Context: an optimization exercise on an open-source flow, tuned for small area. The choices shown serve that exercise and are no tape-out recipe.
Where RTL was checked, it was by simulation tests only, not by an equivalence proof against the original.
Power and IR drop assume default switching activity.

Design finalproject, start of the top module:
module finalproject(clk,rst,keypad_row,keypad_col,dot_row,dot_col,seven_seg);
Size: roughly 42 flip-flops, about 33 I/O pins, about 2600 µm² of cells after synthesis.
export LEC_CHECK = 0
export CAP_MARGIN = 20
export CORE_MARGIN = 2
export CORE_UTILIZATION = 25
export PLACE_DENSITY = 0.45
export SLEW_MARGIN = 20
create_clock -name core_clock -period 10.0 [get_ports {clk}]
standard.sh (not shown) runs the stock make flow with config.mk's settings and CLKGATE_MAP_FILE= SYNTH_SCRIPT=/design/flow/synth_recipe.tcl, a recipe that flattens the netlist after the stock synthesis.
==> flow/flow/run.sh <==
#!/bin/bash
# The standard layout (standard.sh), with these changes:
#  - synthesis maps the logic with an area-oriented ABC script (flow/abc_map.script) in place
#    of ORFS's speed script, and skips ORFS's half/full-adder extraction (extract_fa), so ABC
#    maps those gates too; everything else in synthesis is the standard flow's own script (synth_recipe.tcl),
#    registers included,
#  - port buffers are the smallest buffer cell (sky130_fd_sc_hd__buf_1),
#  - CTS inserts no dummy loads.
# The whole make output goes to standard_flow.log; ORFS keeps each step's log under orfs/logs.
set -euo pipefail
W=$PWD
cat > $W/flow_synth.tcl <<EOT
proc abc {args} {
  set i [lsearch -exact \$args -script]
  if {\$i >= 0} { set args [lreplace \$args [expr {\$i+1}] [expr {\$i+1}] $W/flow/abc_map.script] }
  yosys abc {*}\$args
}
proc extract_fa {args} {}
source $W/synth_recipe.tcl
EOT
bash standard.sh "SYNTH_SCRIPT=$W/flow_synth.tcl" \
  "BUFFER_PORTS_ARGS=-buffer_cell sky130_fd_sc_hd__buf_1" \
  "CTS_ARGS=-sink_clustering_enable -repair_clock_nets -dont_use_dummy_load" \
  finish > standard_flow.log 2>&1
==> flow/flow/abc_map.script <==
strash
dch -f
amap -m -A 10 -F 10
topo
The starting point completed without violations.
Then changed:
- CORE_UTILIZATION: 25 -> 60
- PLACE_DENSITY: 0.45 -> 0.75
After rerunning: The new run passed the timing, design-rule and antenna checks. Worst hold slack improves by 0.0056 ns. Worst setup slack improves by 0.26 ns. Global-route usage came out higher by 15 points. Die area came out lower by about 57%. Sequential share of layout area came out higher by 1.1 points.


== the baseline ==
The RTL this note starts from:
==> flow/design.v <==
module finalproject(clk,rst,keypad_row,keypad_col,dot_row,dot_col,seven_seg);
	input clk,rst;
	output [3:0] keypad_row;
	input [3:0] keypad_col;
	output [7:0] dot_row,dot_col;
	output [6:0] seven_seg;
	assign keypad_row = 4'b0000;
	function [3:0] dig(input [7:0] x);
		reg [7:0] p;
		begin
			p = x[6:3] * x[4:1];
			dig = {p[5], p[4], x[7], p[3]};
		end
	endfunction
	function [7:0] back(input [7:0] x);
		back = {x[0] ^ x[6] ^ x[5] ^ x[4], x[7:1]};
	endfunction
	reg [3:0] c10;		 
	reg [2:0] c5;		 
	reg [6:0] ph;		 
	reg [2:0] q;		 
	reg [7:0] r;
	reg [15:0] f;
	reg fp;			 
	wire scan = (c10 == 4'd4);
	wire upd = scan & (c5 == 3'd3);
	wire step = (c10 == 4'd9) & (c5 == 3'd5) & (ph == 7'd0);
	wire [3:0] d = dig(r);
	wire [3:0] x = dig(back(back(back(back(back(r))))));
	wire [8:0] y = {fp, r[7], r[6], r[5], r[4], r[3], r[2], r[1], r[0]};
	wire ta = (~y[4] & y[8]) |
		(~y[0] & y[2] & y[3] & y[4] & ~y[5] & ~y[6] & ~y[7]) |
		(y[0] & y[1] & y[2] & ~y[3] & ~y[4] & y[6]) |
		(y[1] & ~y[3] & y[4] & ~y[5] & ~y[6] & ~y[7]) |
		(y[1] & y[2] & y[3] & ~y[4] & ~y[5] & ~y[6] & y[7]) |
		(~y[0] & y[1] & y[2] & ~y[3] & y[4] & y[5] & y[6]) |
		(y[0] & ~y[1] & y[2] & ~y[3] & y[6] & y[7]) |
		(~y[0] & y[2] & y[3] & ~y[4] & y[5] & ~y[6] & y[7]) |
		(~y[0] & y[1] & ~y[2] & y[4] & y[5] & y[6] & y[7]) |
		(y[0] & y[1] & ~y[2] & ~y[4] & y[5] & ~y[6] & ~y[7]) |
		(y[0] & y[1] & y[2] & ~y[4] & y[5] & y[6] & ~y[7]) |
		(y[0] & y[1] & ~y[2] & ~y[3] & ~y[4] & ~y[5] & ~y[6]) |
		(~y[0] & ~y[1] & y[2] & y[3] & ~y[4] & y[5] & y[7]) |
		(~y[0] & y[1] & y[2] & y[3] & ~y[4] & y[6] & ~y[7]) |
		(~y[0] & y[1] & ~y[2] & ~y[3] & ~y[4] & ~y[5] & y[6]) |
		(y[0] & ~y[1] & ~y[2] & ~y[3] & y[4] & ~y[5] & ~y[7]) |
		(~y[0] & ~y[1] & ~y[3] & ~y[4] & ~y[5] & ~y[6] & ~y[7]) |
		(~y[0] & y[1] & y[2] & y[3] & y[4] & ~y[6] & ~y[7]) |
		(y[0] & ~y[2] & ~y[3] & y[4] & y[5] & ~y[6] & y[7]) |
		(~y[0] & ~y[1] & ~y[2] & y[3] & ~y[4] & ~y[5] & y[6] & ~y[7]) |
		(y[0] & ~y[1] & y[2] & y[3] & ~y[4] & ~y[5] & ~y[6] & ~y[7]) |
		(y[0] & ~y[1] & ~y[2] & ~y[3] & y[5] & y[6] & ~y[7] & ~y[8]) |
		(~y[0] & ~y[1] & ~y[2] & ~y[3] & ~y[4] & y[5] & y[6] & y[7]);
	wire tb = (~y[5] & y[8]) |
		(y[0] & ~y[1] & ~y[2] & ~y[3] & y[4] & y[6] & ~y[7]) |
		(~y[0] & y[1] & y[2] & y[3] & ~y[4] & ~y[6] & y[7]) |
		(y[0] & ~y[2] & y[4] & ~y[5] & ~y[6] & ~y[7]) |
		(y[0] & y[1] & y[2] & ~y[3] & ~y[4] & y[6] & ~y[7]) |
		(~y[0] & ~y[1] & y[2] & y[3] & y[4] & ~y[5] & y[6]) |
		(y[0] & y[1] & ~y[2] & ~y[3] & ~y[4] & ~y[5] & ~y[6]) |
		(y[0] & ~y[2] & ~y[3] & y[4] & y[5] & ~y[6] & y[7]) |
		(~y[0] & y[1] & y[2] & y[3] & ~y[4] & y[6] & ~y[7]) |
		(~y[0] & y[1] & y[2] & ~y[3] & y[4] & y[5] & y[6] & ~y[7]) |
		(y[0] & y[1] & ~y[2] & ~y[4] & y[5] & ~y[6] & ~y[7] & ~y[8]) |
		(~y[0] & y[1] & y[2] & y[3] & y[4] & y[5] & ~y[6] & ~y[7]) |
		(y[0] & ~y[1] & y[2] & y[3] & ~y[4] & ~y[5] & ~y[6] & ~y[7]);
	wire hi = (~y[3] & y[8]);
	wire clr = ~(ta & tb) & ph[0] & (ph[2:1] == {tb, ta}) & (ph[6:3] == {1'b0, hi, hi, 1'b0});
	wire [15:0] sel = 16'd1 << d;
	wire [15:0] xs = 16'd1 << x;
	always @(posedge clk or negedge rst) begin
		if (~rst) begin
			c10 <= 4'd0;
			c5 <= 3'd0;
			ph <= 7'd50;
			q <= 3'd7;
			r <= 8'd1;
			f <= 16'd0;
			fp <= 1'b1;
		end else begin
			c10 <= (c10 == 4'd9) ? 4'd0 : c10 + 4'd1;
			if (scan) begin
				c5 <= (c5 == 3'd5) ? 3'd1 : c5 + 3'd1;
				q <= q + 3'd1;
			end
			if (upd) begin
				ph <= (ph == 7'd99) ? 7'd0 : ph + 7'd1;
				f <= (f | sel) & ~(xs & {16{clr}});
				if (clr & hi & ph[2]) fp <= 1'b0;
			end
			if (step)
				r <= {r[6:0], r[7] ^ r[5] ^ r[4] ^ r[3]};
		end
	end
	assign dot_row = (c5 != 3'd0) ? ~(8'h80 >> q) : 8'h00;
	wire [3:0] cg0 = {f[0], f[10], f[11], f[15]};
	wire [3:0] cg1 = {f[1], f[2], f[3], f[14]};
	wire [3:0] cg2 = {f[4], f[5], f[6], f[13]};
	wire [3:0] cg3 = {f[7], f[8], f[9], f[12]};
	wire [3:0] g = {cg0[q[2:1]], cg1[q[2:1]], cg2[q[2:1]], cg3[q[2:1]]};
	assign dot_col = {g[3], g[3], g[2], g[2], g[1], g[1], g[0], g[0]};
	reg [6:0] seg;
	always @(*) begin
		case (d)
		4'h0: seg = 7'b1000000;
		4'h1: seg = 7'b1111001;
		4'h2: seg = 7'b0100100;
		4'h3: seg = 7'b0110000;
		4'h4: seg = 7'b0011001;
		4'h5: seg = 7'b0010010;
		4'h6: seg = 7'b0000010;
		4'h7: seg = 7'b1111000;
		4'h8: seg = 7'b0000000;
		4'h9: seg = 7'b0010000;
		4'ha: seg = 7'b0001000;
		4'hb: seg = 7'b0000011;
		4'hc: seg = 7'b1000110;
		4'hd: seg = 7'b0100001;
		4'he: seg = 7'b0000110;
		default: seg = 7'b0001110;
		endcase
	end
	assign seven_seg = seg;
endmodule
clock: 10.0 ns
lec_check: 0
cap_margin: 20
core_margin: 2
core_utilization: 40
cts_buf_list: sky130_fd_sc_hd__clkbuf_8
cts_cluster_diameter: 200
cts_cluster_size: 25
place_density: 0.6
slew_margin: 20
==> flow/flow/run.sh <==
#!/bin/bash
set -euo pipefail
bash standard.sh "BUFFER_PORTS_ARGS=-buffer_cell sky130_fd_sc_hd__buf_1" finish > standard_flow.log 2>&1
#### Input delta (the candidate over the baseline)
- CTS_BUF_LIST removed (was sky130_fd_sc_hd__clkbuf_8)
- CTS_CLUSTER_DIAMETER removed (was 200)
- CTS_CLUSTER_SIZE removed (was 25)
--- outcome ---
Every run (the baseline and the candidate) finished clean.
As far as sequential cell count is concerned, the candidate and the baseline perform about the same.
Global-route wire length before repair: the baseline vs the candidate identical
Taking the baseline as the reference, in the candidate number of gates given a new drive strength after cts comparable; setup slack comparable; die area comparable; synthesized netlist cell count comparable.
Final cell count essentially unchanged between the candidate and the baseline.
On normalized max-slew margin, the baseline and the candidate are neck and neck.
Re power dissipated by switching net loads: no difference whatsoever between the baseline and the candidate.
No run of this note included a check of the RTL's function; only the layout flow was run.

==> re-timing with driven ports <==
Ports are ideal in the flow. The routed layouts listed here were re-timed in OpenROAD. Step 1, drivers: a clkbuf_16 drives clk and a buf_2 each remaining input, both assumed. Step 2 times the ports against the registers' clock, not the clock port: input delays grow and output delays shrink by t, the midpoint of the rising clock arrivals with the driver on. Slacks: ideal ports / drivers / drivers and shift; pairs: ideal ports / drivers.
run	t (ns)	slack for setup (ns)	latest minus earliest clock arrival (ns)
the first run of note 1	0.322	3.675 / 3.644 / 3.966	0.018 / 0.018
the second run of note 1	0.310	3.935 / 3.906 / 4.216	0.016 / 0.016
the baseline	0.326	4.051 / 4.022 / 4.347	0.014 / 0.015
the candidate	0.326	4.051 / 4.022 / 4.347	0.014 / 0.015
After both steps every run listed still meets setup and hold.
